Source: an optimization exercise on an open RTL-to-GDS flow (aim: small area and a short achievable clock period). Production flows keep margins and buffers that such runs may drop. The RTL was checked by simulation tests, not by an equivalence proof against the original design. Power is estimated from default activity; no workload was simulated.

--- flow/design.v ---
`timescale 1ns/1ps
module FloatingPoint_Multiplier_Complete (
    input wire         clk,
    input wire         rst,
    input  wire [15:0] a,
    input  wire [15:0] b,
    output reg  [15:0] result,
    output reg         overflow,
    output reg         underflow
);
    wire es_g0 = a[10] & b[10];
    wire es_p0 = a[10] ^ b[10];
    wire es_g1 = a[11] & b[11];
    wire es_p1 = a[11] ^ b[11];
    wire es_g2 = a[12] & b[12];
    wire es_p2 = a[12] ^ b[12];
    wire es_g3 = a[13] & b[13];
    wire es_p3 = a[13] ^ b[13];
    wire es_g4 = a[14] & b[14];
    wire es_p4 = a[14] ^ b[14];
    wire es_G0_1 = es_g1 | (es_p1 & es_g0);
    wire es_P0_1 = es_p1 & es_p0;
    wire es_G0_2 = es_g2 | (es_p2 & es_g1);
    wire es_P0_2 = es_p2 & es_p1;
    wire es_G0_3 = es_g3 | (es_p3 & es_g2);
    wire es_P0_3 = es_p3 & es_p2;
    wire es_G0_4 = es_g4 | (es_p4 & es_g3);
    wire es_P0_4 = es_p4 & es_p3;
    wire es_G1_2 = es_G0_2 | (es_P0_2 & es_g0);
    wire es_P1_2 = es_P0_2 & es_p0;
    wire es_G1_3 = es_G0_3 | (es_P0_3 & es_G0_1);
    wire es_P1_3 = es_P0_3 & es_P0_1;
    wire es_G1_4 = es_G0_4 | (es_P0_4 & es_G0_2);
    wire es_P1_4 = es_P0_4 & es_P0_2;
    wire es_G2_4 = es_G1_4 | (es_P1_4 & es_g0);
    wire es_P2_4 = es_P1_4 & es_p0;
    wire es_s1 = es_p1 ^ es_g0;
    wire es_s2 = es_p2 ^ es_G0_1;
    wire es_s3 = es_p3 ^ es_G1_2;
    wire es_s4 = es_p4 ^ es_G1_3;
    reg        r1_sign, r1_ha;
    reg  [5:0] r1_es;    
    reg  [9:0] r1_ma;
    reg  [5:0] r1_one, r1_two;    
    reg  [4:0] r1_neg;
    wire [12:0] yb = {2'b00, b[14:10] != 5'd0, b[9:0]};
    always @(posedge clk) begin
        r1_sign <= a[15] ^ b[15];
        r1_es   <= ((a[14:0] == 15'd0) | (b[14:0] == 15'd0)) ? 6'h3f : {es_G2_4, es_s4, es_s3, es_s2, es_s1, es_p0};
        r1_ha   <= a[14:10] != 5'd0;
        r1_ma   <= a[9:0];
        r1_one[0] <= yb[0] ^ 1'b0;
        r1_two[0] <= (yb[1] & ~yb[0] & ~1'b0) | (~yb[1] & yb[0] & 1'b0);
        r1_neg[0] <= yb[1];
        r1_one[1] <= yb[2] ^ yb[1];
        r1_two[1] <= (yb[3] & ~yb[2] & ~yb[1]) | (~yb[3] & yb[2] & yb[1]);
        r1_neg[1] <= yb[3];
        r1_one[2] <= yb[4] ^ yb[3];
        r1_two[2] <= (yb[5] & ~yb[4] & ~yb[3]) | (~yb[5] & yb[4] & yb[3]);
        r1_neg[2] <= yb[5];
        r1_one[3] <= yb[6] ^ yb[5];
        r1_two[3] <= (yb[7] & ~yb[6] & ~yb[5]) | (~yb[7] & yb[6] & yb[5]);
        r1_neg[3] <= yb[7];
        r1_one[4] <= yb[8] ^ yb[7];
        r1_two[4] <= (yb[9] & ~yb[8] & ~yb[7]) | (~yb[9] & yb[8] & yb[7]);
        r1_neg[4] <= yb[9];
        r1_one[5] <= yb[10] ^ yb[9];
        r1_two[5] <= (yb[11] & ~yb[10] & ~yb[9]) | (~yb[11] & yb[10] & yb[9]);
    end
    wire [10:0] mx = {r1_ha, r1_ma};
    wire bp0_0 = ((r1_one[0] & mx[0])) ^ r1_neg[0];
    wire bp0_1 = ((r1_one[0] & mx[1]) | (r1_two[0] & mx[0])) ^ r1_neg[0];
    wire bp0_2 = ((r1_one[0] & mx[2]) | (r1_two[0] & mx[1])) ^ r1_neg[0];
    wire bp0_3 = ((r1_one[0] & mx[3]) | (r1_two[0] & mx[2])) ^ r1_neg[0];
    wire bp0_4 = ((r1_one[0] & mx[4]) | (r1_two[0] & mx[3])) ^ r1_neg[0];
    wire bp0_5 = ((r1_one[0] & mx[5]) | (r1_two[0] & mx[4])) ^ r1_neg[0];
    wire bp0_6 = ((r1_one[0] & mx[6]) | (r1_two[0] & mx[5])) ^ r1_neg[0];
    wire bp0_7 = ((r1_one[0] & mx[7]) | (r1_two[0] & mx[6])) ^ r1_neg[0];
    wire bp0_8 = ((r1_one[0] & mx[8]) | (r1_two[0] & mx[7])) ^ r1_neg[0];
    wire bp0_9 = ((r1_one[0] & mx[9]) | (r1_two[0] & mx[8])) ^ r1_neg[0];
    wire bp0_10 = ((r1_one[0] & mx[10]) | (r1_two[0] & mx[9])) ^ r1_neg[0];
    wire bp0_11 = ((r1_two[0] & mx[10])) ^ r1_neg[0];
    wire bp1_0 = ((r1_one[1] & mx[0])) ^ r1_neg[1];
    wire bp1_1 = ((r1_one[1] & mx[1]) | (r1_two[1] & mx[0])) ^ r1_neg[1];
    wire bp1_2 = ((r1_one[1] & mx[2]) | (r1_two[1] & mx[1])) ^ r1_neg[1];
    wire bp1_3 = ((r1_one[1] & mx[3]) | (r1_two[1] & mx[2])) ^ r1_neg[1];
    wire bp1_4 = ((r1_one[1] & mx[4]) | (r1_two[1] & mx[3])) ^ r1_neg[1];
    wire bp1_5 = ((r1_one[1] & mx[5]) | (r1_two[1] & mx[4])) ^ r1_neg[1];
    wire bp1_6 = ((r1_one[1] & mx[6]) | (r1_two[1] & mx[5])) ^ r1_neg[1];
    wire bp1_7 = ((r1_one[1] & mx[7]) | (r1_two[1] & mx[6])) ^ r1_neg[1];
    wire bp1_8 = ((r1_one[1] & mx[8]) | (r1_two[1] & mx[7])) ^ r1_neg[1];
    wire bp1_9 = ((r1_one[1] & mx[9]) | (r1_two[1] & mx[8])) ^ r1_neg[1];
    wire bp1_10 = ((r1_one[1] & mx[10]) | (r1_two[1] & mx[9])) ^ r1_neg[1];
    wire bp1_11 = ((r1_two[1] & mx[10])) ^ r1_neg[1];
    wire bp2_0 = ((r1_one[2] & mx[0])) ^ r1_neg[2];
    wire bp2_1 = ((r1_one[2] & mx[1]) | (r1_two[2] & mx[0])) ^ r1_neg[2];
    wire bp2_2 = ((r1_one[2] & mx[2]) | (r1_two[2] & mx[1])) ^ r1_neg[2];
    wire bp2_3 = ((r1_one[2] & mx[3]) | (r1_two[2] & mx[2])) ^ r1_neg[2];
    wire bp2_4 = ((r1_one[2] & mx[4]) | (r1_two[2] & mx[3])) ^ r1_neg[2];
    wire bp2_5 = ((r1_one[2] & mx[5]) | (r1_two[2] & mx[4])) ^ r1_neg[2];
    wire bp2_6 = ((r1_one[2] & mx[6]) | (r1_two[2] & mx[5])) ^ r1_neg[2];
    wire bp2_7 = ((r1_one[2] & mx[7]) | (r1_two[2] & mx[6])) ^ r1_neg[2];
    wire bp2_8 = ((r1_one[2] & mx[8]) | (r1_two[2] & mx[7])) ^ r1_neg[2];
    wire bp2_9 = ((r1_one[2] & mx[9]) | (r1_two[2] & mx[8])) ^ r1_neg[2];
    wire bp2_10 = ((r1_one[2] & mx[10]) | (r1_two[2] & mx[9])) ^ r1_neg[2];
    wire bp2_11 = ((r1_two[2] & mx[10])) ^ r1_neg[2];
    wire bp3_0 = ((r1_one[3] & mx[0])) ^ r1_neg[3];
    wire bp3_1 = ((r1_one[3] & mx[1]) | (r1_two[3] & mx[0])) ^ r1_neg[3];
    wire bp3_2 = ((r1_one[3] & mx[2]) | (r1_two[3] & mx[1])) ^ r1_neg[3];
    wire bp3_3 = ((r1_one[3] & mx[3]) | (r1_two[3] & mx[2])) ^ r1_neg[3];
    wire bp3_4 = ((r1_one[3] & mx[4]) | (r1_two[3] & mx[3])) ^ r1_neg[3];
    wire bp3_5 = ((r1_one[3] & mx[5]) | (r1_two[3] & mx[4])) ^ r1_neg[3];
    wire bp3_6 = ((r1_one[3] & mx[6]) | (r1_two[3] & mx[5])) ^ r1_neg[3];
    wire bp3_7 = ((r1_one[3] & mx[7]) | (r1_two[3] & mx[6])) ^ r1_neg[3];
    wire bp3_8 = ((r1_one[3] & mx[8]) | (r1_two[3] & mx[7])) ^ r1_neg[3];
    wire bp3_9 = ((r1_one[3] & mx[9]) | (r1_two[3] & mx[8])) ^ r1_neg[3];
    wire bp3_10 = ((r1_one[3] & mx[10]) | (r1_two[3] & mx[9])) ^ r1_neg[3];
    wire bp3_11 = ((r1_two[3] & mx[10])) ^ r1_neg[3];
    wire bp4_0 = ((r1_one[4] & mx[0])) ^ r1_neg[4];
    wire bp4_1 = ((r1_one[4] & mx[1]) | (r1_two[4] & mx[0])) ^ r1_neg[4];
    wire bp4_2 = ((r1_one[4] & mx[2]) | (r1_two[4] & mx[1])) ^ r1_neg[4];
    wire bp4_3 = ((r1_one[4] & mx[3]) | (r1_two[4] & mx[2])) ^ r1_neg[4];
    wire bp4_4 = ((r1_one[4] & mx[4]) | (r1_two[4] & mx[3])) ^ r1_neg[4];
    wire bp4_5 = ((r1_one[4] & mx[5]) | (r1_two[4] & mx[4])) ^ r1_neg[4];
    wire bp4_6 = ((r1_one[4] & mx[6]) | (r1_two[4] & mx[5])) ^ r1_neg[4];
    wire bp4_7 = ((r1_one[4] & mx[7]) | (r1_two[4] & mx[6])) ^ r1_neg[4];
    wire bp4_8 = ((r1_one[4] & mx[8]) | (r1_two[4] & mx[7])) ^ r1_neg[4];
    wire bp4_9 = ((r1_one[4] & mx[9]) | (r1_two[4] & mx[8])) ^ r1_neg[4];
    wire bp4_10 = ((r1_one[4] & mx[10]) | (r1_two[4] & mx[9])) ^ r1_neg[4];
    wire bp4_11 = ((r1_two[4] & mx[10])) ^ r1_neg[4];
    wire bp5_0 = (r1_one[5] & mx[0]);
    wire bp5_1 = (r1_one[5] & mx[1]) | (r1_two[5] & mx[0]);
    wire bp5_2 = (r1_one[5] & mx[2]) | (r1_two[5] & mx[1]);
    wire bp5_3 = (r1_one[5] & mx[3]) | (r1_two[5] & mx[2]);
    wire bp5_4 = (r1_one[5] & mx[4]) | (r1_two[5] & mx[3]);
    wire bp5_5 = (r1_one[5] & mx[5]) | (r1_two[5] & mx[4]);
    wire bp5_6 = (r1_one[5] & mx[6]) | (r1_two[5] & mx[5]);
    wire bp5_7 = (r1_one[5] & mx[7]) | (r1_two[5] & mx[6]);
    wire bp5_8 = (r1_one[5] & mx[8]) | (r1_two[5] & mx[7]);
    wire bp5_9 = (r1_one[5] & mx[9]) | (r1_two[5] & mx[8]);
    wire bp5_10 = (r1_one[5] & mx[10]) | (r1_two[5] & mx[9]);
    wire bp5_11 = (r1_two[5] & mx[10]);
    wire hs0 = r1_neg[3] ^ bp0_6;
    wire hc0 = r1_neg[3] & bp0_6;
    wire hs1 = bp0_7 ^ bp1_5;
    wire hc1 = bp0_7 & bp1_5;
    wire fs0 = r1_neg[4] ^ bp0_8 ^ bp1_6;
    wire fc0 = (r1_neg[4] & bp0_8) | (r1_neg[4] & bp1_6) | (bp0_8 & bp1_6);
    wire hs2 = bp2_4 ^ bp3_2;
    wire hc2 = bp2_4 & bp3_2;
    wire fs1 = bp0_9 ^ bp1_7 ^ bp2_5;
    wire fc1 = (bp0_9 & bp1_7) | (bp0_9 & bp2_5) | (bp1_7 & bp2_5);
    wire hs3 = bp3_3 ^ bp4_1;
    wire hc3 = bp3_3 & bp4_1;
    wire fs2 = bp0_10 ^ bp1_8 ^ bp2_6;
    wire fc2 = (bp0_10 & bp1_8) | (bp0_10 & bp2_6) | (bp1_8 & bp2_6);
    wire fs3 = bp3_4 ^ bp4_2 ^ bp5_0;
    wire fc3 = (bp3_4 & bp4_2) | (bp3_4 & bp5_0) | (bp4_2 & bp5_0);
    wire fs4 = bp0_11 ^ bp1_9 ^ bp2_7;
    wire fc4 = (bp0_11 & bp1_9) | (bp0_11 & bp2_7) | (bp1_9 & bp2_7);
    wire fs5 = bp3_5 ^ bp4_3 ^ bp5_1;
    wire fc5 = (bp3_5 & bp4_3) | (bp3_5 & bp5_1) | (bp4_3 & bp5_1);
    wire fs6 = r1_neg[0] ^ bp1_10 ^ bp2_8;
    wire fc6 = (r1_neg[0] & bp1_10) | (r1_neg[0] & bp2_8) | (bp1_10 & bp2_8);
    wire fs7 = bp3_6 ^ bp4_4 ^ bp5_2;
    wire fc7 = (bp3_6 & bp4_4) | (bp3_6 & bp5_2) | (bp4_4 & bp5_2);
    wire fs8 = r1_neg[0] ^ bp1_11 ^ bp2_9;
    wire fc8 = (r1_neg[0] & bp1_11) | (r1_neg[0] & bp2_9) | (bp1_11 & bp2_9);
    wire fs9 = bp3_7 ^ bp4_5 ^ bp5_3;
    wire fc9 = (bp3_7 & bp4_5) | (bp3_7 & bp5_3) | (bp4_5 & bp5_3);
    wire fs10 = ~r1_neg[0] ^ ~r1_neg[1] ^ bp2_10;
    wire fc10 = (~r1_neg[0] & ~r1_neg[1]) | (~r1_neg[0] & bp2_10) | (~r1_neg[1] & bp2_10);
    wire fs11 = bp3_8 ^ bp4_6 ^ bp5_4;
    wire fc11 = (bp3_8 & bp4_6) | (bp3_8 & bp5_4) | (bp4_6 & bp5_4);
    wire fs12 = 1'b1 ^ bp2_11 ^ bp3_9;
    wire fc12 = (1'b1 & bp2_11) | (1'b1 & bp3_9) | (bp2_11 & bp3_9);
    wire hs4 = bp4_7 ^ bp5_5;
    wire hc4 = bp4_7 & bp5_5;
    wire fs13 = ~r1_neg[2] ^ bp3_10 ^ bp4_8;
    wire fc13 = (~r1_neg[2] & bp3_10) | (~r1_neg[2] & bp4_8) | (bp3_10 & bp4_8);
    wire hs5 = 1'b1 ^ bp3_11;
    wire hc5 = 1'b1 & bp3_11;
    wire hs6 = r1_neg[2] ^ bp0_4;
    wire hc6 = r1_neg[2] & bp0_4;
    wire hs7 = bp0_5 ^ bp1_3;
    wire hc7 = bp0_5 & bp1_3;
    wire fs14 = bp1_4 ^ bp2_2 ^ bp3_0;
    wire fc14 = (bp1_4 & bp2_2) | (bp1_4 & bp3_0) | (bp2_2 & bp3_0);
    wire fs15 = bp2_3 ^ bp3_1 ^ hc0;
    wire fc15 = (bp2_3 & bp3_1) | (bp2_3 & hc0) | (bp3_1 & hc0);
    wire fs16 = bp4_0 ^ hc1 ^ hs2;
    wire fc16 = (bp4_0 & hc1) | (bp4_0 & hs2) | (hc1 & hs2);
    wire fs17 = hc2 ^ hs3 ^ fc0;
    wire fc17 = (hc2 & hs3) | (hc2 & fc0) | (hs3 & fc0);
    wire fs18 = hc3 ^ fc1 ^ fs2;
    wire fc18 = (hc3 & fc1) | (hc3 & fs2) | (fc1 & fs2);
    wire fs19 = fc2 ^ fc3 ^ fs4;
    wire fc19 = (fc2 & fc3) | (fc2 & fs4) | (fc3 & fs4);
    wire fs20 = fc4 ^ fc5 ^ fs6;
    wire fc20 = (fc4 & fc5) | (fc4 & fs6) | (fc5 & fs6);
    wire fs21 = fc6 ^ fc7 ^ fs8;
    wire fc21 = (fc6 & fc7) | (fc6 & fs8) | (fc7 & fs8);
    wire fs22 = fc8 ^ fc9 ^ fs10;
    wire fc22 = (fc8 & fc9) | (fc8 & fs10) | (fc9 & fs10);
    wire fs23 = hs4 ^ fc10 ^ fc11;
    wire fc23 = (hs4 & fc10) | (hs4 & fc11) | (fc10 & fc11);
    wire fs24 = bp5_6 ^ hc4 ^ fc12;
    wire fc24 = (bp5_6 & hc4) | (bp5_6 & fc12) | (hc4 & fc12);
    wire fs25 = bp4_9 ^ bp5_7 ^ hs5;
    wire fc25 = (bp4_9 & bp5_7) | (bp4_9 & hs5) | (bp5_7 & hs5);
    wire fs26 = ~r1_neg[3] ^ bp4_10 ^ bp5_8;
    wire fc26 = (~r1_neg[3] & bp4_10) | (~r1_neg[3] & bp5_8) | (bp4_10 & bp5_8);
    wire hs8 = 1'b1 ^ bp4_11;
    wire hc8 = 1'b1 & bp4_11;
    wire hs9 = r1_neg[1] ^ bp0_2;
    wire hc9 = r1_neg[1] & bp0_2;
    wire hs10 = bp0_3 ^ bp1_1;
    wire hc10 = bp0_3 & bp1_1;
    wire fs27 = bp1_2 ^ bp2_0 ^ hs6;
    wire fc27 = (bp1_2 & bp2_0) | (bp1_2 & hs6) | (bp2_0 & hs6);
    wire fs28 = bp2_1 ^ hc6 ^ hs7;
    wire fc28 = (bp2_1 & hc6) | (bp2_1 & hs7) | (hc6 & hs7);
    wire fs29 = hc7 ^ hs0 ^ fs14;
    wire fc29 = (hc7 & hs0) | (hc7 & fs14) | (hs0 & fs14);
    wire fs30 = hs1 ^ fc14 ^ fs15;
    wire fc30 = (hs1 & fc14) | (hs1 & fs15) | (fc14 & fs15);
    wire fs31 = fs0 ^ fc15 ^ fs16;
    wire fc31 = (fs0 & fc15) | (fs0 & fs16) | (fc15 & fs16);
    wire fs32 = fs1 ^ fc16 ^ fs17;
    wire fc32 = (fs1 & fc16) | (fs1 & fs17) | (fc16 & fs17);
    wire fs33 = fs3 ^ fc17 ^ fs18;
    wire fc33 = (fs3 & fc17) | (fs3 & fs18) | (fc17 & fs18);
    wire fs34 = fs5 ^ fc18 ^ fs19;
    wire fc34 = (fs5 & fc18) | (fs5 & fs19) | (fc18 & fs19);
    wire fs35 = fs7 ^ fc19 ^ fs20;
    wire fc35 = (fs7 & fc19) | (fs7 & fs20) | (fc19 & fs20);
    wire fs36 = fs9 ^ fc20 ^ fs21;
    wire fc36 = (fs9 & fc20) | (fs9 & fs21) | (fc20 & fs21);
    wire fs37 = fs11 ^ fc21 ^ fs22;
    wire fc37 = (fs11 & fc21) | (fs11 & fs22) | (fc21 & fs22);
    wire fs38 = fs12 ^ fc22 ^ fs23;
    wire fc38 = (fs12 & fc22) | (fs12 & fs23) | (fc22 & fs23);
    wire fs39 = fs13 ^ fc23 ^ fs24;
    wire fc39 = (fs13 & fc23) | (fs13 & fs24) | (fc23 & fs24);
    wire fs40 = fc13 ^ fc24 ^ fs25;
    wire fc40 = (fc13 & fc24) | (fc13 & fs25) | (fc24 & fs25);
    wire fs41 = hc5 ^ fs26 ^ fc25;
    wire fc41 = (hc5 & fs26) | (hc5 & fc25) | (fs26 & fc25);
    wire fs42 = bp5_9 ^ hs8 ^ fc26;
    wire fc42 = (bp5_9 & hs8) | (bp5_9 & fc26) | (hs8 & fc26);
    wire fs43 = ~r1_neg[4] ^ bp5_10 ^ hc8;
    wire fc43 = (~r1_neg[4] & bp5_10) | (~r1_neg[4] & hc8) | (bp5_10 & hc8);
    wire hs11 = 1'b1 ^ bp5_11;
    wire lo_g0 = r1_neg[0] & bp0_0;
    wire lo_p0 = r1_neg[0] ^ bp0_0;
    wire lo_g2 = bp1_0 & hs9;
    wire lo_p2 = bp1_0 ^ hs9;
    wire lo_g3 = hc9 & hs10;
    wire lo_p3 = hc9 ^ hs10;
    wire lo_g4 = hc10 & fs27;
    wire lo_p4 = hc10 ^ fs27;
    wire lo_g5 = fc27 & fs28;
    wire lo_p5 = fc27 ^ fs28;
    wire lo_g6 = fc28 & fs29;
    wire lo_p6 = fc28 ^ fs29;
    wire lo_g7 = fc29 & fs30;
    wire lo_p7 = fc29 ^ fs30;
    wire lo_G0_1 = (bp0_1 & lo_g0);
    wire lo_P0_1 = bp0_1 & lo_p0;
    wire lo_G0_2 = lo_g2;
    wire lo_P0_2 = lo_p2 & bp0_1;
    wire lo_G0_3 = lo_g3 | (lo_p3 & lo_g2);
    wire lo_P0_3 = lo_p3 & lo_p2;
    wire lo_G0_4 = lo_g4 | (lo_p4 & lo_g3);
    wire lo_P0_4 = lo_p4 & lo_p3;
    wire lo_G0_5 = lo_g5 | (lo_p5 & lo_g4);
    wire lo_P0_5 = lo_p5 & lo_p4;
    wire lo_G0_6 = lo_g6 | (lo_p6 & lo_g5);
    wire lo_P0_6 = lo_p6 & lo_p5;
    wire lo_G0_7 = lo_g7 | (lo_p7 & lo_g6);
    wire lo_P0_7 = lo_p7 & lo_p6;
    wire lo_G1_2 = lo_G0_2 | (lo_P0_2 & lo_g0);
    wire lo_P1_2 = lo_P0_2 & lo_p0;
    wire lo_G1_3 = lo_G0_3 | (lo_P0_3 & lo_G0_1);
    wire lo_P1_3 = lo_P0_3 & lo_P0_1;
    wire lo_G1_4 = lo_G0_4 | (lo_P0_4 & lo_G0_2);
    wire lo_P1_4 = lo_P0_4 & lo_P0_2;
    wire lo_G1_5 = lo_G0_5 | (lo_P0_5 & lo_G0_3);
    wire lo_P1_5 = lo_P0_5 & lo_P0_3;
    wire lo_G1_6 = lo_G0_6 | (lo_P0_6 & lo_G0_4);
    wire lo_P1_6 = lo_P0_6 & lo_P0_4;
    wire lo_G1_7 = lo_G0_7 | (lo_P0_7 & lo_G0_5);
    wire lo_P1_7 = lo_P0_7 & lo_P0_5;
    wire lo_G2_4 = lo_G1_4 | (lo_P1_4 & lo_g0);
    wire lo_P2_4 = lo_P1_4 & lo_p0;
    wire lo_G2_5 = lo_G1_5 | (lo_P1_5 & lo_G0_1);
    wire lo_P2_5 = lo_P1_5 & lo_P0_1;
    wire lo_G2_6 = lo_G1_6 | (lo_P1_6 & lo_G1_2);
    wire lo_P2_6 = lo_P1_6 & lo_P1_2;
    wire lo_G2_7 = lo_G1_7 | (lo_P1_7 & lo_G1_3);
    wire lo_P2_7 = lo_P1_7 & lo_P1_3;
    wire lo_s1 = bp0_1 ^ lo_g0;
    wire lo_s2 = lo_p2 ^ lo_G0_1;
    wire lo_s3 = lo_p3 ^ lo_G1_2;
    wire lo_s4 = lo_p4 ^ lo_G1_3;
    wire lo_s5 = lo_p5 ^ lo_G2_4;
    wire lo_s6 = lo_p6 ^ lo_G2_5;
    wire lo_s7 = lo_p7 ^ lo_G2_6;
    wire [7:0] nlo = {lo_s7, lo_s6, lo_s5, lo_s4, lo_s3, lo_s2, lo_s1, lo_p0};
    wire zq0 = ~(r1_neg[0] ^ bp0_0);
    wire zq1 = ~(bp0_1 ^ (r1_neg[0] | bp0_0));
    wire zq2 = ~((bp1_0 ^ hs9) ^ bp0_1);
    wire zq3 = ~((hc9 ^ hs10) ^ (bp1_0 | hs9));
    wire zq4 = ~((hc10 ^ fs27) ^ (hc9 | hs10));
    wire zq5 = ~((fc27 ^ fs28) ^ (hc10 | fs27));
    wire zq6 = ~((fc28 ^ fs29) ^ (fc27 | fs28));
    wire zq7 = ~((fc29 ^ fs30) ^ (fc28 | fs29));
    wire zq8 = ~((fc30 ^ fs31) ^ (fc29 | fs30));
    wire zq9 = ~((fc31 ^ fs32) ^ (fc30 | fs31));
    wire zr1 = ~(bp0_1 ^ (r1_neg[0] & bp0_0));
    wire z08 = zq0 & zq1 & zq2 & zq3 & zq4 & zq5 & zq6 & zq7 & zq8;    
    wire z19 = zr1 & zq2 & zq3 & zq4 & zq5 & zq6 & zq7 & zq8 & zq9;    
    reg [21:8] r2_a;
    reg [21:8] r2_b;
    reg        r2_cin;
    reg        r2_zA;
    reg        r2_zB;
    reg        r2_z0c;
    reg        r2_z1c;
    reg        r2_sign;
    reg  [5:0] r2_es;
    always @(posedge clk) begin
        r2_cin <= lo_G2_7;
        r2_zA <= zq2 & zq3 & zq4 & zq5;
        r2_zB <= zq6 & zq7 & zq8;
        r2_z0c <= zq0 & zq1;
        r2_z1c <= zr1 & zq9;
        r2_a[8] <= fc30;
        r2_b[8] <= fs31;
        r2_a[9] <= fc31;
        r2_b[9] <= fs32;
        r2_a[10] <= fc32;
        r2_b[10] <= fs33;
        r2_a[11] <= fc33;
        r2_b[11] <= fs34;
        r2_a[12] <= fc34;
        r2_b[12] <= fs35;
        r2_a[13] <= fc35;
        r2_b[13] <= fs36;
        r2_a[14] <= fc36;
        r2_b[14] <= fs37;
        r2_a[15] <= fs38;
        r2_b[15] <= fc37;
        r2_a[16] <= fc38;
        r2_b[16] <= fs39;
        r2_a[17] <= fc39;
        r2_b[17] <= fs40;
        r2_a[18] <= fc40;
        r2_b[18] <= fs41;
        r2_a[19] <= fs42;
        r2_b[19] <= fc41;
        r2_a[20] <= fs43;
        r2_b[20] <= fc42;
        r2_a[21] <= hs11;
        r2_b[21] <= fc43;
        r2_sign <= r1_sign;
        r2_es <= r1_es;
    end
    wire hi_g0 = r2_a[8] & r2_b[8];
    wire hi_p0 = r2_a[8] ^ r2_b[8];
    wire hi_g1 = r2_a[9] & r2_b[9];
    wire hi_p1 = r2_a[9] ^ r2_b[9];
    wire hi_g2 = r2_a[10] & r2_b[10];
    wire hi_p2 = r2_a[10] ^ r2_b[10];
    wire hi_g3 = r2_a[11] & r2_b[11];
    wire hi_p3 = r2_a[11] ^ r2_b[11];
    wire hi_g4 = r2_a[12] & r2_b[12];
    wire hi_p4 = r2_a[12] ^ r2_b[12];
    wire hi_g5 = r2_a[13] & r2_b[13];
    wire hi_p5 = r2_a[13] ^ r2_b[13];
    wire hi_g6 = r2_a[14] & r2_b[14];
    wire hi_p6 = r2_a[14] ^ r2_b[14];
    wire hi_g7 = r2_a[15] & r2_b[15];
    wire hi_p7 = r2_a[15] ^ r2_b[15];
    wire hi_g8 = r2_a[16] & r2_b[16];
    wire hi_p8 = r2_a[16] ^ r2_b[16];
    wire hi_g9 = r2_a[17] & r2_b[17];
    wire hi_p9 = r2_a[17] ^ r2_b[17];
    wire hi_g10 = r2_a[18] & r2_b[18];
    wire hi_p10 = r2_a[18] ^ r2_b[18];
    wire hi_g11 = r2_a[19] & r2_b[19];
    wire hi_p11 = r2_a[19] ^ r2_b[19];
    wire hi_g12 = r2_a[20] & r2_b[20];
    wire hi_p12 = r2_a[20] ^ r2_b[20];
    wire hi_g13 = r2_a[21] & r2_b[21];
    wire hi_p13 = r2_a[21] ^ r2_b[21];
    wire hi_G0_1 = hi_g1 | (hi_p1 & hi_g0);
    wire hi_P0_1 = hi_p1 & hi_p0;
    wire hi_G0_2 = hi_g2 | (hi_p2 & hi_g1);
    wire hi_P0_2 = hi_p2 & hi_p1;
    wire hi_G0_3 = hi_g3 | (hi_p3 & hi_g2);
    wire hi_P0_3 = hi_p3 & hi_p2;
    wire hi_G0_4 = hi_g4 | (hi_p4 & hi_g3);
    wire hi_P0_4 = hi_p4 & hi_p3;
    wire hi_G0_5 = hi_g5 | (hi_p5 & hi_g4);
    wire hi_P0_5 = hi_p5 & hi_p4;
    wire hi_G0_6 = hi_g6 | (hi_p6 & hi_g5);
    wire hi_P0_6 = hi_p6 & hi_p5;
    wire hi_G0_7 = hi_g7 | (hi_p7 & hi_g6);
    wire hi_P0_7 = hi_p7 & hi_p6;
    wire hi_G0_8 = hi_g8 | (hi_p8 & hi_g7);
    wire hi_P0_8 = hi_p8 & hi_p7;
    wire hi_G0_9 = hi_g9 | (hi_p9 & hi_g8);
    wire hi_P0_9 = hi_p9 & hi_p8;
    wire hi_G0_10 = hi_g10 | (hi_p10 & hi_g9);
    wire hi_P0_10 = hi_p10 & hi_p9;
    wire hi_G0_11 = hi_g11 | (hi_p11 & hi_g10);
    wire hi_P0_11 = hi_p11 & hi_p10;
    wire hi_G0_12 = hi_g12 | (hi_p12 & hi_g11);
    wire hi_P0_12 = hi_p12 & hi_p11;
    wire hi_G0_13 = hi_g13 | (hi_p13 & hi_g12);
    wire hi_P0_13 = hi_p13 & hi_p12;
    wire hi_G1_2 = hi_G0_2 | (hi_P0_2 & hi_g0);
    wire hi_P1_2 = hi_P0_2 & hi_p0;
    wire hi_G1_3 = hi_G0_3 | (hi_P0_3 & hi_G0_1);
    wire hi_P1_3 = hi_P0_3 & hi_P0_1;
    wire hi_G1_4 = hi_G0_4 | (hi_P0_4 & hi_G0_2);
    wire hi_P1_4 = hi_P0_4 & hi_P0_2;
    wire hi_G1_5 = hi_G0_5 | (hi_P0_5 & hi_G0_3);
    wire hi_P1_5 = hi_P0_5 & hi_P0_3;
    wire hi_G1_6 = hi_G0_6 | (hi_P0_6 & hi_G0_4);
    wire hi_P1_6 = hi_P0_6 & hi_P0_4;
    wire hi_G1_7 = hi_G0_7 | (hi_P0_7 & hi_G0_5);
    wire hi_P1_7 = hi_P0_7 & hi_P0_5;
    wire hi_G1_8 = hi_G0_8 | (hi_P0_8 & hi_G0_6);
    wire hi_P1_8 = hi_P0_8 & hi_P0_6;
    wire hi_G1_9 = hi_G0_9 | (hi_P0_9 & hi_G0_7);
    wire hi_P1_9 = hi_P0_9 & hi_P0_7;
    wire hi_G1_10 = hi_G0_10 | (hi_P0_10 & hi_G0_8);
    wire hi_P1_10 = hi_P0_10 & hi_P0_8;
    wire hi_G1_11 = hi_G0_11 | (hi_P0_11 & hi_G0_9);
    wire hi_P1_11 = hi_P0_11 & hi_P0_9;
    wire hi_G1_12 = hi_G0_12 | (hi_P0_12 & hi_G0_10);
    wire hi_P1_12 = hi_P0_12 & hi_P0_10;
    wire hi_G1_13 = hi_G0_13 | (hi_P0_13 & hi_G0_11);
    wire hi_P1_13 = hi_P0_13 & hi_P0_11;
    wire hi_G2_4 = hi_G1_4 | (hi_P1_4 & hi_g0);
    wire hi_P2_4 = hi_P1_4 & hi_p0;
    wire hi_G2_5 = hi_G1_5 | (hi_P1_5 & hi_G0_1);
    wire hi_P2_5 = hi_P1_5 & hi_P0_1;
    wire hi_G2_6 = hi_G1_6 | (hi_P1_6 & hi_G1_2);
    wire hi_P2_6 = hi_P1_6 & hi_P1_2;
    wire hi_G2_7 = hi_G1_7 | (hi_P1_7 & hi_G1_3);
    wire hi_P2_7 = hi_P1_7 & hi_P1_3;
    wire hi_G2_8 = hi_G1_8 | (hi_P1_8 & hi_G1_4);
    wire hi_P2_8 = hi_P1_8 & hi_P1_4;
    wire hi_G2_9 = hi_G1_9 | (hi_P1_9 & hi_G1_5);
    wire hi_P2_9 = hi_P1_9 & hi_P1_5;
    wire hi_G2_10 = hi_G1_10 | (hi_P1_10 & hi_G1_6);
    wire hi_P2_10 = hi_P1_10 & hi_P1_6;
    wire hi_G2_11 = hi_G1_11 | (hi_P1_11 & hi_G1_7);
    wire hi_P2_11 = hi_P1_11 & hi_P1_7;
    wire hi_G2_12 = hi_G1_12 | (hi_P1_12 & hi_G1_8);
    wire hi_P2_12 = hi_P1_12 & hi_P1_8;
    wire hi_G2_13 = hi_G1_13 | (hi_P1_13 & hi_G1_9);
    wire hi_P2_13 = hi_P1_13 & hi_P1_9;
    wire hi_G3_8 = hi_G2_8 | (hi_P2_8 & hi_g0);
    wire hi_P3_8 = hi_P2_8 & hi_p0;
    wire hi_G3_9 = hi_G2_9 | (hi_P2_9 & hi_G0_1);
    wire hi_P3_9 = hi_P2_9 & hi_P0_1;
    wire hi_G3_10 = hi_G2_10 | (hi_P2_10 & hi_G1_2);
    wire hi_P3_10 = hi_P2_10 & hi_P1_2;
    wire hi_G3_11 = hi_G2_11 | (hi_P2_11 & hi_G1_3);
    wire hi_P3_11 = hi_P2_11 & hi_P1_3;
    wire hi_G3_12 = hi_G2_12 | (hi_P2_12 & hi_G2_4);
    wire hi_P3_12 = hi_P2_12 & hi_P2_4;
    wire hi_G3_13 = hi_G2_13 | (hi_P2_13 & hi_G2_5);
    wire hi_P3_13 = hi_P2_13 & hi_P2_5;
    wire hi_s0 = hi_p0 ^ r2_cin;
    wire hi_C1 = hi_g0 | (hi_p0 & r2_cin);
    wire hi_s1 = hi_p1 ^ hi_C1;
    wire hi_C2 = hi_G0_1 | (hi_P0_1 & r2_cin);
    wire hi_s2 = hi_p2 ^ hi_C2;
    wire hi_C3 = hi_G1_2 | (hi_P1_2 & r2_cin);
    wire hi_s3 = hi_p3 ^ hi_C3;
    wire hi_C4 = hi_G1_3 | (hi_P1_3 & r2_cin);
    wire hi_s4 = hi_p4 ^ hi_C4;
    wire hi_C5 = hi_G2_4 | (hi_P2_4 & r2_cin);
    wire hi_s5 = hi_p5 ^ hi_C5;
    wire hi_C6 = hi_G2_5 | (hi_P2_5 & r2_cin);
    wire hi_s6 = hi_p6 ^ hi_C6;
    wire hi_C7 = hi_G2_6 | (hi_P2_6 & r2_cin);
    wire hi_s7 = hi_p7 ^ hi_C7;
    wire hi_C8 = hi_G2_7 | (hi_P2_7 & r2_cin);
    wire hi_s8 = hi_p8 ^ hi_C8;
    wire hi_C9 = hi_G3_8 | (hi_P3_8 & r2_cin);
    wire hi_s9 = hi_p9 ^ hi_C9;
    wire hi_C10 = hi_G3_9 | (hi_P3_9 & r2_cin);
    wire hi_s10 = hi_p10 ^ hi_C10;
    wire hi_C11 = hi_G3_10 | (hi_P3_10 & r2_cin);
    wire hi_s11 = hi_p11 ^ hi_C11;
    wire hi_C12 = hi_G3_11 | (hi_P3_11 & r2_cin);
    wire hi_s12 = hi_p12 ^ hi_C12;
    wire hi_C13 = hi_G3_12 | (hi_P3_12 & r2_cin);
    wire hi_s13 = hi_p13 ^ hi_C13;
    wire hi_C14 = hi_G3_13 | (hi_P3_13 & r2_cin);
    wire tie0 = hi_s1 & r2_zA & r2_zB & r2_z0c;
    wire tie1 = hi_s2 & r2_zA & r2_zB & r2_z1c;
    wire r0_a0_1 = hi_s2 & hi_s1;
    wire r0_a0_2 = hi_s3 & hi_s2;
    wire r0_a0_3 = hi_s4 & hi_s3;
    wire r0_a0_4 = hi_s5 & hi_s4;
    wire r0_a0_5 = hi_s6 & hi_s5;
    wire r0_a0_6 = hi_s7 & hi_s6;
    wire r0_a0_7 = hi_s8 & hi_s7;
    wire r0_a0_8 = hi_s9 & hi_s8;
    wire r0_a0_9 = hi_s10 & hi_s9;
    wire r0_a0_10 = hi_s11 & hi_s10;
    wire r0_a0_11 = hi_s12 & hi_s11;
    wire r0_a1_2 = r0_a0_2 & hi_s1;
    wire r0_a1_3 = r0_a0_3 & r0_a0_1;
    wire r0_a1_4 = r0_a0_4 & r0_a0_2;
    wire r0_a1_5 = r0_a0_5 & r0_a0_3;
    wire r0_a1_6 = r0_a0_6 & r0_a0_4;
    wire r0_a1_7 = r0_a0_7 & r0_a0_5;
    wire r0_a1_8 = r0_a0_8 & r0_a0_6;
    wire r0_a1_9 = r0_a0_9 & r0_a0_7;
    wire r0_a1_10 = r0_a0_10 & r0_a0_8;
    wire r0_a1_11 = r0_a0_11 & r0_a0_9;
    wire r0_a2_4 = r0_a1_4 & hi_s1;
    wire r0_a2_5 = r0_a1_5 & r0_a0_1;
    wire r0_a2_6 = r0_a1_6 & r0_a1_2;
    wire r0_a2_7 = r0_a1_7 & r0_a1_3;
    wire r0_a2_8 = r0_a1_8 & r0_a1_4;
    wire r0_a2_9 = r0_a1_9 & r0_a1_5;
    wire r0_a2_10 = r0_a1_10 & r0_a1_6;
    wire r0_a2_11 = r0_a1_11 & r0_a1_7;
    wire r0_a3_8 = r0_a2_8 & hi_s1;
    wire r0_a3_9 = r0_a2_9 & r0_a0_1;
    wire r0_a3_10 = r0_a2_10 & r0_a1_2;
    wire r0_a3_11 = r0_a2_11 & r0_a1_3;
    wire r0_0 = hi_s2 ^ hi_s1;
    wire r0_1 = hi_s3 ^ r0_a0_1;
    wire r0_2 = hi_s4 ^ r0_a1_2;
    wire r0_3 = hi_s5 ^ r0_a1_3;
    wire r0_4 = hi_s6 ^ r0_a2_4;
    wire r0_5 = hi_s7 ^ r0_a2_5;
    wire r0_6 = hi_s8 ^ r0_a2_6;
    wire r0_7 = hi_s9 ^ r0_a2_7;
    wire r0_8 = hi_s10 ^ r0_a3_8;
    wire r0_9 = hi_s11 ^ r0_a3_9;
    wire r0_10 = hi_s12 ^ r0_a3_10;
    wire c9 = (r2_a[8] & r2_b[8]) | ((r2_a[8] ^ r2_b[8]) & r2_cin);
    wire ones920 = ((r2_a[9] ^ r2_b[9]) ^ c9) & ((r2_a[9] & r2_b[9]) ^ (r2_a[10] ^ r2_b[10])) & ((r2_a[10] & r2_b[10]) ^ (r2_a[11] ^ r2_b[11])) & ((r2_a[11] & r2_b[11]) ^ (r2_a[12] ^ r2_b[12])) & ((r2_a[12] & r2_b[12]) ^ (r2_a[13] ^ r2_b[13])) & ((r2_a[13] & r2_b[13]) ^ (r2_a[14] ^ r2_b[14])) & ((r2_a[14] & r2_b[14]) ^ (r2_a[15] ^ r2_b[15])) & ((r2_a[15] & r2_b[15]) ^ (r2_a[16] ^ r2_b[16])) & ((r2_a[16] & r2_b[16]) ^ (r2_a[17] ^ r2_b[17])) & ((r2_a[17] & r2_b[17]) ^ (r2_a[18] ^ r2_b[18])) & ((r2_a[18] & r2_b[18]) ^ (r2_a[19] ^ r2_b[19])) & ((r2_a[19] & r2_b[19]) ^ (r2_a[20] ^ r2_b[20]));
    wire r0_top = hi_s13 | ones920;    
    wire r1_a0_1 = hi_s3 & hi_s2;
    wire r1_a0_2 = hi_s4 & hi_s3;
    wire r1_a0_3 = hi_s5 & hi_s4;
    wire r1_a0_4 = hi_s6 & hi_s5;
    wire r1_a0_5 = hi_s7 & hi_s6;
    wire r1_a0_6 = hi_s8 & hi_s7;
    wire r1_a0_7 = hi_s9 & hi_s8;
    wire r1_a0_8 = hi_s10 & hi_s9;
    wire r1_a0_9 = hi_s11 & hi_s10;
    wire r1_a0_10 = hi_s12 & hi_s11;
    wire r1_a1_2 = r1_a0_2 & hi_s2;
    wire r1_a1_3 = r1_a0_3 & r1_a0_1;
    wire r1_a1_4 = r1_a0_4 & r1_a0_2;
    wire r1_a1_5 = r1_a0_5 & r1_a0_3;
    wire r1_a1_6 = r1_a0_6 & r1_a0_4;
    wire r1_a1_7 = r1_a0_7 & r1_a0_5;
    wire r1_a1_8 = r1_a0_8 & r1_a0_6;
    wire r1_a1_9 = r1_a0_9 & r1_a0_7;
    wire r1_a1_10 = r1_a0_10 & r1_a0_8;
    wire r1_a2_4 = r1_a1_4 & hi_s2;
    wire r1_a2_5 = r1_a1_5 & r1_a0_1;
    wire r1_a2_6 = r1_a1_6 & r1_a1_2;
    wire r1_a2_7 = r1_a1_7 & r1_a1_3;
    wire r1_a2_8 = r1_a1_8 & r1_a1_4;
    wire r1_a2_9 = r1_a1_9 & r1_a1_5;
    wire r1_a2_10 = r1_a1_10 & r1_a1_6;
    wire r1_a3_8 = r1_a2_8 & hi_s2;
    wire r1_a3_9 = r1_a2_9 & r1_a0_1;
    wire r1_a3_10 = r1_a2_10 & r1_a1_2;
    wire r1_0 = hi_s3 ^ hi_s2;
    wire r1_1 = hi_s4 ^ r1_a0_1;
    wire r1_2 = hi_s5 ^ r1_a1_2;
    wire r1_3 = hi_s6 ^ r1_a1_3;
    wire r1_4 = hi_s7 ^ r1_a2_4;
    wire r1_5 = hi_s8 ^ r1_a2_5;
    wire r1_6 = hi_s9 ^ r1_a2_6;
    wire r1_7 = hi_s10 ^ r1_a2_7;
    wire r1_8 = hi_s11 ^ r1_a3_8;
    wire r1_9 = hi_s12 ^ r1_a3_9;
    wire [9:0] mant0 = {r0_9, r0_8, r0_7, r0_6, r0_5, r0_4, r0_3, r0_2, r0_1, r0_0} & ~{9'd0, tie0};
    wire [9:0] mant1 = {r1_9, r1_8, r1_7, r1_6, r1_5, r1_4, r1_3, r1_2, r1_1, r1_0} & ~{9'd0, tie1};
    wire [9:0] mant  = r0_top ? mant1 : mant0;
    wire       r2_zero = &r2_es;
    wire       ovf0 = r2_es >= 6'd46;
    wire       ovf1 = r2_es >= 6'd45;
    wire       unf0 = r2_es <= 6'd15;
    wire       unf1 = r2_es <= 6'd14;
    wire [4:0] ef0  = r2_es[4:0] + 5'd17;
    wire [4:0] ef1  = r2_es[4:0] + 5'd18;
    wire       ovf  = r0_top ? ovf1 : ovf0;
    wire       unf  = r0_top ? unf1 : unf0;
    wire [4:0] ef   = r0_top ? ef1 : ef0;
    reg        r3_nz, r3_ovf, r3_unf;    
    reg [15:0] r3_val;
    always @(posedge clk or posedge rst) begin
        if (rst) begin
            r3_nz  <= 1'b0;
            r3_ovf <= 1'b0;
            r3_unf <= 1'b0;
            r3_val <= 16'd0;
        end else begin
            r3_nz  <= ~r2_zero & ~ovf & ~unf;
            r3_ovf <= ~r2_zero & ovf;
            r3_unf <= ~r2_zero & ~ovf & unf;
            r3_val <= {r2_sign, ef, mant};
        end
    end
    always @(*) begin
        result    = r3_nz ? r3_val : (r3_ovf ? 16'h7F80 : 16'd0);
        overflow  = r3_ovf;
        underflow = r3_unf;
    end
endmodule
--- flow/flow/ports.txt ---
sky130_fd_sc_hd__buf_1
--- flow/flow/run.sh ---
#!/bin/bash
# Own layout flow: the standard flow (standard.sh) with two changes:
#  - synthesis runs Yosys's synth without its generic "abc -fast" pass
#    (-noabc), so the full adders written in the RTL reach extract_fa as
#    written instead of being remapped first; everything else in
#    synth_recipe.tcl (flatten, renames, registers) is unchanged;
#  - port buffers use the buffer cell named in flow/ports.txt.
# Each tool's output is in the ORFS logs under orfs/logs; make's own output
# goes to flow.log here.
set -euo pipefail
here=$(pwd)
first=$(head -n 1 synth_recipe.tcl)
if [[ "$first" != 'proc synth {args} { yosys synth -nofsm -noshare {*}$args }' ]]; then
  echo "unexpected first line of synth_recipe.tcl: $first" >&2
  exit 1
fi
{ echo 'proc synth {args} { yosys synth -nofsm -noshare -noabc {*}$args }'; tail -n +2 synth_recipe.tcl; } > own_synth.tcl
buf=$(tr -d ' \n' < flow/ports.txt)
sed -e "s#SYNTH_SCRIPT=[^ ]*#SYNTH_SCRIPT=$here/own_synth.tcl 'BUFFER_PORTS_ARGS=-buffer_cell $buf'#" standard.sh > own_standard.sh
grep -q own_synth.tcl own_standard.sh
bash own_standard.sh > flow.log 2>&1
--- flow/constraint.sdc ---
create_clock -name core_clock -period 7.5 [get_ports {clk}]
set_input_delay 1.5000 -clock core_clock [delete_from_list [all_inputs] [get_ports {clk}]]
set_output_delay 1.5000 -clock core_clock [all_outputs]
set_load 0.01 [all_outputs]
--- flow/standard.sh ---
#!/bin/bash
# synth_recipe.tcl (not shown) runs the flow's synth.tcl, then flattens the netlist and writes it again
# the make line also repeats each setting of config.mk as NAME=value (left out here)
make -C /OpenROAD-flow-scripts/flow DESIGN_CONFIG=/design/flow/config.mk WORK_HOME=/design/flow/orfs CLKGATE_MAP_FILE= SYNTH_SCRIPT=/design/flow/synth_recipe.tcl "${@:-finish}"
--- flow/config.mk ---
export PLATFORM = sky130hd
export DESIGN_NAME = FloatingPoint_Multiplier_Complete
export DESIGN_NICKNAME = FloatingPoint_Multiplier_Complete
export VERILOG_FILES = /design/flow/design.v
export SDC_FILE = /design/flow/constraint.sdc
export NUM_CORES = 4
export LEC_CHECK = 0
export ABC_AREA = 1
export CAP_MARGIN = 20
export CORE_MARGIN = 2
export CORE_UTILIZATION = 55
export CTS_BUF_LIST = sky130_fd_sc_hd__clkbuf_8
export SETUP_SLACK_MARGIN = 4.5
export SLEW_MARGIN = 20
==> impl_metrics.csv, run 1 <==
group,metric,value,unit
outcome,status,"complete, no violations",
sta,max_freq,0.343,GHz
placement,port_buffers,51,
floorplan,num_rows,41,
floorplan,fp.dieArea,13700,sq um
route,top_layer,"met4",
synthesis,syn_inst,835,
worst_setup_path,critPathKind,"reg -> reg",
cells_and_area,drive_gt1_frac,0.121,
power,p_int,1.65,mW
floorplan,die_h,117,um
worst_setup_path,worst-path-buf-inv,2,
placement,dp_hpwl,12900,um
route,viasPerCell,5.23,
power,p_comb_frac,0.673,
clock_tree,cts_buffers,9,
route,drcViolationCount,0,
route,met2WireLength,7790,um
route,routed_wl,16100,um
placement,placed_cells,1039,
power,p_seq_frac,0.226,
route,wl_per_cell,14.7,um
power,p_per_area,427,nW/um^2
sta,max_slew_margin,0.553,
synthesis,synth_nets,978,
cells_and_area,post-route-util,0.632,
cells_and_area,nNetsFinal,1058,
sta,tns,0,ps
grt,grt_overflow_total,0,
clock_tree,cts_buffer_depth,2,
sta,layout_min_cycle_time,2910,ps
sta,drv_slew,0,
worst_setup_path,path_delay_family,"adder cells",
route,ant_nets,0,
synthesis,ys_top_cells_by_area,"dfxtp_1 21%, fa_1 16%, xor2_1 9.8%, ha_1 9.6%, nand2_1 7.4%",
power,p_sw,1.74,mW
clock_tree,cts.sinks,94,
placement,place_congestion,0.902,
synthesis,avgSynthCellArea,8.45,sq um
worst_setup_path,slowest_delay,540,ps
clock_tree,clkTransAtPathRegs,90,ps
floorplan,start_util,0.561,
clock_tree,htree_levels,3,
worst_setup_path,slowest_stage,"fa_1",
route,first_iter_violations,414,
synthesis,synth_edf_count,0,
synthesis,seq_area_frac_synth,0.280,
power,p_leak,3.82,nW
sta,hold_viol_final,0,
route,via_count,5714,
sta,finClkSkew,20.0,ps
synthesis,ys_ff_latch,94,
sta,setup_viol,0,
power,swShare,0.513,
worst_setup_path,path_max_fanout,12,
power,ir_drop,0.217,mV
worst_setup_path,ff2ff_setup_slack,4590,ps
grt,grt_pass1_wl,24900,um
sta,worst_pin_slew,670,ps
power,power.total,3.39,mW
grt,grt_max_degree,20,
grt,antenna_found_initial,0,
sta,fin_crit_sh,0.388,
job,drv_cap,0,
synthesis,synth_top_area_cell,"dfxtp_1",
worst_setup_path,cp_cell_sequence,"inv_1 -> o22ai_2 -> xor2_1 -> ha_1 -> fa_1 -> fa_1 -> inv_1 -> ha_1 -> xnor2_1 -> xor2_1 -> nor2_1",
clock_tree,cts.hold.buffers_added,0,
clock_tree,cts_tree,"done",
grt,grt_pass1_vias,5241,
route,wl_met3,626,um
grt,grtUsageTotal,0.239,
synthesis,yosysTopAreaCellShare,0.213,
route,dr.pass1.iters,5,
synthesis,async_flop_share,0.202,
synthesis,synth_cell_types,43,
worst_setup_path,cp.arrival,3190,ps
synthesis,synth_flop_cell,"dfxtp_1",
route,wl_met1,7040,um
cells_and_area,diodes,0,
cells_and_area,layout.cells.non_filler,1092,
synthesis,synth_area,7060,sq um
floorplan,io_pins,52,
sta,rsz0062_at_grt,"yes",
synthesis,yosys_warnings,1,
clock_tree,root_buffer,"clkbuf_8",
worst_setup_path,start_kind,"flip-flop",
cells_and_area,area_growth,12.5,%
worst_setup_path,critPathRequiredTime,7770,ps
power,clkPwrFrac,0.101,
sta,whs,331,ps
floorplan,die-width,117,um
floorplan,core,12600,sq um
worst_setup_path,endpoint_kind,"flip-flop",
worst_hold_path,hold_path_class,"reg -> reg",
clock_tree,clk_latency,380,ps
==> cell families after synthesis <==
group,synth area share
multiplexers,0.00319
AND/OR/NAND/NOR,0.180
XOR/XNOR,0.115
adder cells (fa/ha/maj),0.252
AO/OA/AOI/OAI,0.0849
flip-flops,0.280
buffers and inverters,0.0848
==> metrics by stage <==
step / setup slack (ps) / cell area [sq um]
floorplan: 4550 / 7060
global placement: 4480 / 7380
detailed placement: 4460 / 7380
CTS: 4510 / 7590
global route: 4440 / 7940
finish: 4590 / 7940
==> final timing paths <==
path,end,cells past startpoint,start
max reg2reg,r2_z1c$_DFF_P_,11,r1_ma[1]$_DFF_P_
min,r2_es[5]$_DFF_P_,0,r1_es[5]$_SDFF_PP1_
max,r2_z1c$_DFF_P_,11,r1_ma[1]$_DFF_P_
max in group asynchronous,r3_nz$_DFF_PP0_,2,rst
min in group asynchronous,r3_val[15]$_DFF_PP0_,2,rst
min reg2reg,r2_es[5]$_DFF_P_,0,r1_es[5]$_SDFF_PP1_
==> power groups by stage <==
stage                     logic [mW]  registers (mW)  clock network (mW)
after floorplan                 1.72           0.744                   0
after detailed placement        2.24           0.785                   0
final                           2.28           0.767               0.343
after global routing            2.59           0.787               0.373
after global placement          2.19           0.781                   0
after CTS                       2.25           0.775               0.353
==> layer usage <==
metal,global-route usage,vias up
li1,-,2829
met1,0.300,2680
met2,0.408,168
met3,0.0309,37
met4,0.114,0
met5,0,-
==> repair_timing <==
item | in CTS | in global routing
gates resized for setup | 6 | 22
setup endpoints to repair | 11 | 11
buffers inserted | 0 | 35
gates cloned | 0 | 2
pin swaps | 0 | 1
==> Yosys cell counts (all sizes together) (3+ instances only) <==
| library cell | count |
|---|---|
| nor2 | 50 |
| inv | 125 |
| nand4 | 17 |
| nor3 | 3 |
| xor2 | 80 |
| nand2 | 154 |
| nor4 | 3 |
| o22ai | 60 |
| ha | 54 |
| xnor2 | 12 |
| fa | 55 |
| buf | 3 |
| clkinv | 12 |
| dfxtp | 75 |
| a21oi | 12 |
| o21ai | 20 |
| nand3 | 46 |
| clkbuf | 16 |
| dfrtp | 19 |
==> cell usage in the layout, fill, tap and decap left out, types with 44 or more instances in the layout <==
master / instances
nand2_1: 140
inv_1: 116
xor2_1: 79
dfxtp_1: 66
o22ai_1: 57
fa_1: 55
ha_1: 54
buf_1: 51
nor2_1: 44
nand3_1: 44
==> state kept, by name, indices dropped and copies added, names as in the netlist, 6 cells and up <==
name and cells:
r1_one 6, r2_b 14, r3_val 16, r1_es 6
r2_a 14, r1_ma 10, r1_two 6, r2_es 6
==> area by class of cell <==
class / instances / area (sq um)
clock buffer: 9 / 124
clock inverter: 7 / 78.8
fill: 1117 / 4630
inverter: 137 / 568
multi-input combinational: 585 / 4500
sequential: 94 / 1990
tap: 172 / 215
timing repair buffer: 86 / 454
timing repair inverter: 2 / 10.0
==> worst reg2reg max path, stage by stage, from the launching register on <==
cell,delay [ps]
dfxtp_1,300
inv_1,320
o22ai_2,130
xor2_1,160
ha_1,300
fa_1,480
fa_1,540
inv_1,50
ha_1,180
xnor2_1,160
xor2_1,150
nor2_1,50
==> run 2, diff against run 1 <==
--- a/flow/design.v
+++ b/flow/design.v
@@ -612,14 +612,13 @@
             r3_nz  <= 1'b0;
             r3_ovf <= 1'b0;
             r3_unf <= 1'b0;
-            r3_val <= 16'd0;
         end else begin
             r3_nz  <= ~r2_zero & ~ovf & ~unf;
             r3_ovf <= ~r2_zero & ovf;
             r3_unf <= ~r2_zero & ~ovf & unf;
-            r3_val <= {r2_sign, ef, mant};
         end
     end
+    always @(posedge clk) r3_val <= {r2_sign, ef, mant};
     always @(*) begin
         result    = r3_nz ? r3_val : (r3_ovf ? 16'h7F80 : 16'd0);
         overflow  = r3_ovf;
--- a/flow/config.mk
+++ b/flow/config.mk
@@ -5,7 +5,7 @@
 export SDC_FILE = /design/flow/constraint.sdc
 export NUM_CORES = 4
 export LEC_CHECK = 0
-export ABC_AREA = 1
+export ABC_CLOCK_PERIOD_IN_PS = 2500
 export CAP_MARGIN = 20
 export CORE_MARGIN = 2
 export CORE_UTILIZATION = 55
==> run 2 against run 1 <==
Still clean. Fmax rose by 2.6%. Wire length is 20% lower. Register-to-register slack improved by 70 ps. Final cell count shrank 24%. Clock power decreased by 9.0%. First-iteration DRC count fell by 36%. Critical path depth shrank 1. Cell area decreased by 12%. Largest power group unchanged.
==> impl_metrics.csv, run 2 <==
group,metric,value,unit
synthesis,synth_flop_cell,"dfxtp_1",
sta,setup_viol,0,
clock_tree,cts.sinks,94,
synthesis,avgSynthCellArea,10.0,sq um
synthesis,yosysTopAreaCellShare,0.279,
synthesis,synth_nets,794,
cells_and_area,drive_gt1_frac,0.0757,
synthesis,yosysMostFrequentCell,"dfxtp_1",
outcome,status,"complete, no violations",
synthesis,seq_area_frac_synth,0.291,
clock_tree,cts_buffers,9,
cells_and_area,fill_cells,1033,
synthesis,ys_top_cells_by_area,"dfxtp_1 28%, fa_1 17%, xnor2_1 11%, ha_1 10%, a22oi_1 6.2%",
clock_tree,cts_tree,"done",
synthesis,yosys_warnings,1,
synthesis,async_flop_share,0.0319,
placement,placed_cells,809,
floorplan,start_util,0.566,
grt,grt_pass1_vias,4661,
sta,rsz0062_at_grt,"yes",
power,p_per_area,435,nW/um^2
route,routed_wl,12900,um
worst_setup_path,critPathKind,"reg -> reg",
sta,drv_slew,0,
floorplan,num_rows,39,
synthesis,synth_area,6520,sq um
synthesis,syn_inst,651,
floorplan,die-width,113,um
clock_tree,cts.hold.buffers_added,0,
route,first_iter_violations,264,
sta,worst_pin_slew,740,ps
sta,hold_viol_final,0,
cells_and_area,largest_register_ffs,16,
worst_setup_path,start_kind,"flip-flop",
power,p_comb_frac,0.641,
floorplan,core,11500,sq um
floorplan,die_h,113,um
power,p_leak,2.91,nW
cells_and_area,final_common_cell,"xnor2_1",
sta,max_slew_margin,0.506,
cells_and_area,largest-register,"r3_val",
synthesis,synth_edf_count,0,
route,ant_nets,0,
clock_tree,clkTransAtPathRegs,100,ps
route,via_count,4634,
clock_tree,htree_levels,3,
floorplan,io_pins,52,
clock_tree,clk_latency,390,ps
worst_setup_path,cp.arrival,3140,ps
power,p_int,1.66,mW
cells_and_area,diodes,0,
route,wl_per_cell,15.5,um
route,viasPerCell,5.58,
route,dr.pass1.iters,16,
power,ir_drop,0.183,mV
grt,grt_pass1_wl,22300,um
grt,antenna_found_initial,0,
synthesis,ys_ff_latch,94,
cells_and_area,area_growth,7.23,%
sta,max_freq,0.352,GHz
synthesis,synth_cell_types,51,
job,drv_cap,0,
grt,grtUsageTotal,0.221,
floorplan,fp.dieArea,12700,sq um
placement,place_congestion,0.821,
power,p_sw,1.38,mW
cells_and_area,nNetsFinal,825,
cells_and_area,layout_common_cells,"78 x xnor2_1, 75 x dfxtp_1, 62 x nand2_1",
route,drcViolationCount,0,
placement,dp_hpwl,9990,um
clock_tree,root_buffer,"clkbuf_8",
worst_setup_path,endpoint_kind,"flip-flop",
clock_tree,cts_buffer_depth,2,
sta,finClkSkew,11.2,ps
cells_and_area,seqCellArea,1920,sq um
synthesis,synth_top_area_cell,"dfxtp_1",
cells_and_area,multi_input_area,4370,sq um
sta,fin_crit_sh,0.379,
grt,grt_max_degree,31,
grt,grt_overflow_total,0,
power,p_seq_frac,0.257,
placement,port_buffers,51,
sta,whs,334,ps
cells_and_area,reg_top3,"r3_val x16, r2_a x14, r2_b x14",
cells_and_area,layout.cells.non_filler,830,
power,clkPwrFrac,0.102,
power,swShare,0.453,
sta,layout_min_cycle_time,2840,ps
synthesis,synthTopCellsByCount,"91 x dfxtp_1, 79 x xnor2_1, 62 x nand2_1, 55 x fa_1",
worst_setup_path,critPathRequiredTime,7800,ps
sta,tns,0,ps
worst_hold_path,hold_path_class,"reg -> reg",
worst_setup_path,path_max_fanout,12,
==> run 2: cell types whose count changed after synthesis, sizes merged, moves of 10 or more <==
| cell | before | now |
|---|---|---|
| nand2 | 154 | 62 |
| inv | 125 | 35 |
| xnor2 | 12 | 80 |
| o22ai | 60 | 1 |
| a22oi | 0 | 54 |
| xor2 | 80 | 28 |
| nand3 | 46 | 9 |
| nor2 | 50 | 18 |
| dfrtp | 19 | 3 |
| dfxtp | 75 | 91 |
| and2 | 2 | 14 |
| clkinv | 12 | 0 |
| clkbuf | 16 | 26 |
| nand4 | 17 | 7 |
==> run 2: per-stage QoR <==
stage / power [mW] / setup slack (ps) / utilization / cell area, sq um
4_1_cts: 3.02 / 4500 / 0.600 / 6910
3_5_place_dp: 2.69 / 4480 / 0.585 / 6740
6_report: 3.04 / 4660 / 0.607 / 7000
3_3_place_gp: 2.65 / 4530 / 0.585 / 6740
2_1_floorplan: 2.30 / 4570 / - / 6520
5_1_grt: 3.38 / 4460 / 0.607 / 7000
==> run 2: power groups by stage <==
stage | combinational [mW] | clock, mW | sequential, mW
after global placement | 1.85 | 0 | 0.796
after floorplan | 1.55 | 0 | 0.745
final | 1.95 | 0.312 | 0.782
after detailed placement | 1.89 | 0 | 0.801
after CTS | 1.90 | 0.324 | 0.789
after global routing | 2.23 | 0.346 | 0.804
==> run 2: path summary, 6_finish.rpt <==
path | start | to | slack [ps] | cells after the start
max | r1_ma[5]$_DFF_P_ | r2_z1c$_DFF_P_ | 4660 | 10
min | r1_es[5]$_SDFF_PP1_ | r2_es[5]$_DFF_P_ | 330 | 0
max reg2reg | r1_ma[5]$_DFF_P_ | r2_z1c$_DFF_P_ | 4660 | 10
min reg2reg | r1_es[5]$_SDFF_PP1_ | r2_es[5]$_DFF_P_ | 330 | 0
max in group asynchronous | rst | r3_nz$_DFF_PP0_ | 6420 | 2
min in group asynchronous | rst | r3_nz$_DFF_PP0_ | 930 | 2
==> run 2: cell families after synthesis <==
group	synth area share
and+or+nand+nor	0.108
AOI/OAI and AO/OA	0.131
adders and majority gates	0.272
xor gates and xnor gates	0.146
DFF	0.291
buffers and inverters	0.0443
muxes	0.00690
==> run 2: what timing repair did <==
| item | 4_1_cts | 5_1_grt |
|---|---|---|
| resized for setup | 3 | 19 |
| buffers inserted | 0 | 4 |
| pin swaps | 0 | 1 |
| cloned | 0 | 1 |
| endpoints found under the setup margin | 10 | 14 |
==> run 2: area by class of cell <==
class                           instances  share of cell area
Multi-Input combinational cell        487               0.625
Sequential cell                        94               0.274
Timing Repair Buffer                   55              0.0317
Tap cell                              143              0.0256
Inverter                               35              0.0188
Clock buffer                            9              0.0177
Clock inverter                          7             0.00698
==> run 2: worst max-delay path, stage by stage (launching register included) <==
cell,delay (ps)
dfxtp_1,610
a22oi_1,180
xnor2_1,160
ha_1,220
fa_1,480
fa_1,510
inv_1,50
ha_1,180
xor2_1,180
xnor2_1,130
nor2_1,50
==> run 2: routing by layer <==
metal | up-vias | track usage | wire length (um)
li1 | 2260 | - | -
met1 | 2263 | 0.304 | 6210
met4 | 0 | 0.0805 | 271
met5 | - | 0 | 0
met2 | 97 | 0.352 | 5870
met3 | 14 | 0.0412 | 521
==> run 3, diff against run 2 <==
--- a/flow/config.mk
+++ b/flow/config.mk
@@ -8,7 +8,7 @@
 export ABC_CLOCK_PERIOD_IN_PS = 2500
 export CAP_MARGIN = 20
 export CORE_MARGIN = 2
-export CORE_UTILIZATION = 55
+export CORE_UTILIZATION = 65
 export CTS_BUF_LIST = sky130_fd_sc_hd__clkbuf_8
 export SETUP_SLACK_MARGIN = 4.5
 export SLEW_MARGIN = 20
==> run 3 against run 2 <==
Still clean on timing, DRC and antenna. Non-clock buffer count down 4. Setup slack worse by 51 ps. Global-route usage up 3.0 points. Clock-buffer cell count up 1. Wire length down 1.7%. Flip-flop and latch count unchanged. Clock power up 3%. Clock skew up 1.2 ps. Total power down 1.6%. Sequential share of layout area up 0.26 points. Synthesized cell count unchanged.
==> impl_metrics.csv, run 3 <==
group,metric,value,unit
grt,grt_overflow_total,0,
floorplan,io_pins,52,
grt,use_met3,0.0420,
sta,rsz0062_at_grt,"yes",
synthesis,synth_top_area_cell,"dfxtp_1",
clock_tree,cts_tree,"done",
sta,fin_crit_sh,0.385,
placement,dp_hpwl,9930,um
cells_and_area,drive_gt1_frac,0.0630,
route,drcViolationCount,0,
cells_and_area,final_common_cell,"xnor2_1",
grt,grt_busiest_layer,"met2",
clock_tree,cts_buffers,9,
outcome,status,"complete, no violations",
floorplan,num_rows,36,
synthesis,seq_area_frac_synth,0.291,
synthesis,avgSynthCellArea,10.0,sq um
clock_tree,cts_buffer_depth,2,
clock_tree,post-cts-setup-buffers,0,
power,p_leak,2.88,nW
worst_setup_path,cp_cell_sequence,"nand2b_2 -> nand2_1 -> buf_1",
cells_and_area,post-route-util,0.709,
route,ant_nets,0,
synthesis,yosysMostFrequentCell,"dfxtp_1",
synthesis,yosys_warnings,1,
power,power.total,2.99,mW
grt,grt_use_met1,0.339,
floorplan,fp.dieArea,10900,sq um
cells_and_area,reg_top3,"r3_val x16, r2_a x14, r2_b x14",
sta,tns,0,ps
grt,grt_pass1_vias,4683,
cells_and_area,diodes,0,
clock_tree,clk_latency,370,ps
sta,layout_min_cycle_time,2890,ps
worst_setup_path,slowest_delay,510,ps
cells_and_area,area_growth,6.23,%
cells_and_area,layout.cells.non_filler,815,
worst_setup_path,endpoint_kind,"output port",
grt,grt_pass1_wl,22100,um
synthesis,synth_edf_count,0,
power,p_per_area,432,nW/um^2
route,routed_wl,12600,um
clock_tree,htree_levels,3,
worst_hold_path,hold_path_class,"reg -> reg",
placement,port_buffers,51,
sta,setup_viol,0,
route,via_count,4573,
sta,max_slew_margin,0.430,
worst_setup_path,path_delay_family,"flip-flops",
synthesis,ys_ff_latch,94,
synthesis,synthTopCellsByCount,"91 x dfxtp_1, 79 x xnor2_1, 62 x nand2_1, 55 x fa_1",
worst_setup_path,cp.arrival,1390,ps
sta,worst_pin_slew,849,ps
power,ir_drop,0.441,mV
floorplan,die_h,104,um
grt,met2_usage,0.422,
cells_and_area,largest-register,"r3_val",
cells_and_area,layout_common_cells,"79 x xnor2_1, 75 x dfxtp_1, 62 x nand2_1",
grt,grt_max_degree,31,
clock_tree,cts.hold.buffers_added,0,
worst_setup_path,worst-path-buf-inv,1,
route,wl_per_cell,15.5,um
sta,drv_slew,0,
worst_setup_path,critPathRequiredTime,6000,ps
cells_and_area,nNetsFinal,820,
sta,max_freq,0.346,GHz
route,dr.pass1.iters,6,
worst_setup_path,critPathKind,"reg -> out",
grt,antenna_found_initial,0,
synthesis,ys_top_cells_by_area,"dfxtp_1 28%, fa_1 17%, xnor2_1 11%, ha_1 10%, a22oi_1 6.2%",
synthesis,synth_area,6520,sq um
run 3: cell counts after synthesis:
No cell type changed its count.
run 3: what timing repair did:
action / 4_1_cts / 5_1_grt
endpoints found under the setup margin: 10 / 11
gates resized for setup: 4 / 14
pin swaps: 0 / 0
run 3: final cells by class:
cell class / count / area, sq um
flip-flops and latches: 94 / 1920
clock inverters: 6 / 45.0
repair buffers: 51 / 191
multi-input cells: 486 / 4340
fillers: 758 / 2840
well taps: 133 / 166
inverters: 35 / 131
clock buffers: 10 / 138
run 3: report_power, final:
part / total [mW] / switching (mW) / internal (mW)
combinational: 1.89 / 1.04 / 0.844
sequential: 0.788 / 0.121 / 0.667
clock: 0.321 / 0.188 / 0.133
total: 2.99 / 1.35 / 1.64
run 3: cells by family after synthesis:
family,count (synthesis),synth area share
fa+ha+maj,109,0.272
buf+inv,71,0.0443
compound gates,119,0.131
simple gates,146,0.108
flops,94,0.291
xor+xnor,108,0.146
mux,4,0.00690
run 3: worst register-to-register path: cells and delay by family (launching register included):
| family | cells | cell delay, ps |
|---|---|---|
| buffers and inverters | 1 | 50 |
| xor gates and xnor gates | 3 | 490 |
| and+or+nand+nor | 1 | 50 |
| AOI/OAI and AO/OA | 1 | 180 |
| DFF | 1 | 590 |
| adders and majority gates | 4 | 1380 |
run 3: path summary, 6_finish.rpt:
path / startpoint / end / slack [ps] / cells after the start
worst max-delay path: r3_nz$_DFF_PP0_ / result[8] / 4610 / 3
worst min register to register: r1_es[4]$_SDFF_PP1_ / r2_es[4]$_DFF_P_ / 330 / 0
min in group asynchronous: rst / r3_nz$_DFF_PP0_ / 960 / 2
worst max register to register: r1_ma[5]$_DFF_P_ / r2_z1c$_DFF_P_ / 4670 / 10
worst min-delay path: r1_es[4]$_SDFF_PP1_ / r2_es[4]$_DFF_P_ / 330 / 0
max in group asynchronous: rst / r3_nz$_DFF_PP0_ / 6410 / 2
run 3: per-stage QoR:
stage	worst slack [ps]	area, sq um	hold slack (ps)
4_1_cts	4550	6910	335
5_1_grt	4490	6930	339
6_report	4610	6930	334
2_1_floorplan	4570	6520	310
3_3_place_gp	4540	6720	310
3_5_place_dp	4490	6720	313
run 3: per-layer routing:
layer / vias to the layer above / share of wire / wire [um]
li1: 2248 / - / -
met1: 2188 / 0.45 / 5720
met2: 126 / 0.48 / 6110
met3: 11 / 0.055 / 698
met4: 0 / 0.0097 / 123
met5: - / 0 / 0

Re-timed with assumed drivers on the ports (clkbuf_16 on the clock, buf_2 on other inputs), run 3 has 4.576 ns of setup slack against 4.610 ns with ideal ports, and 4.583 ns once port delays also move by the mid clock arrival of 0.396 ns.
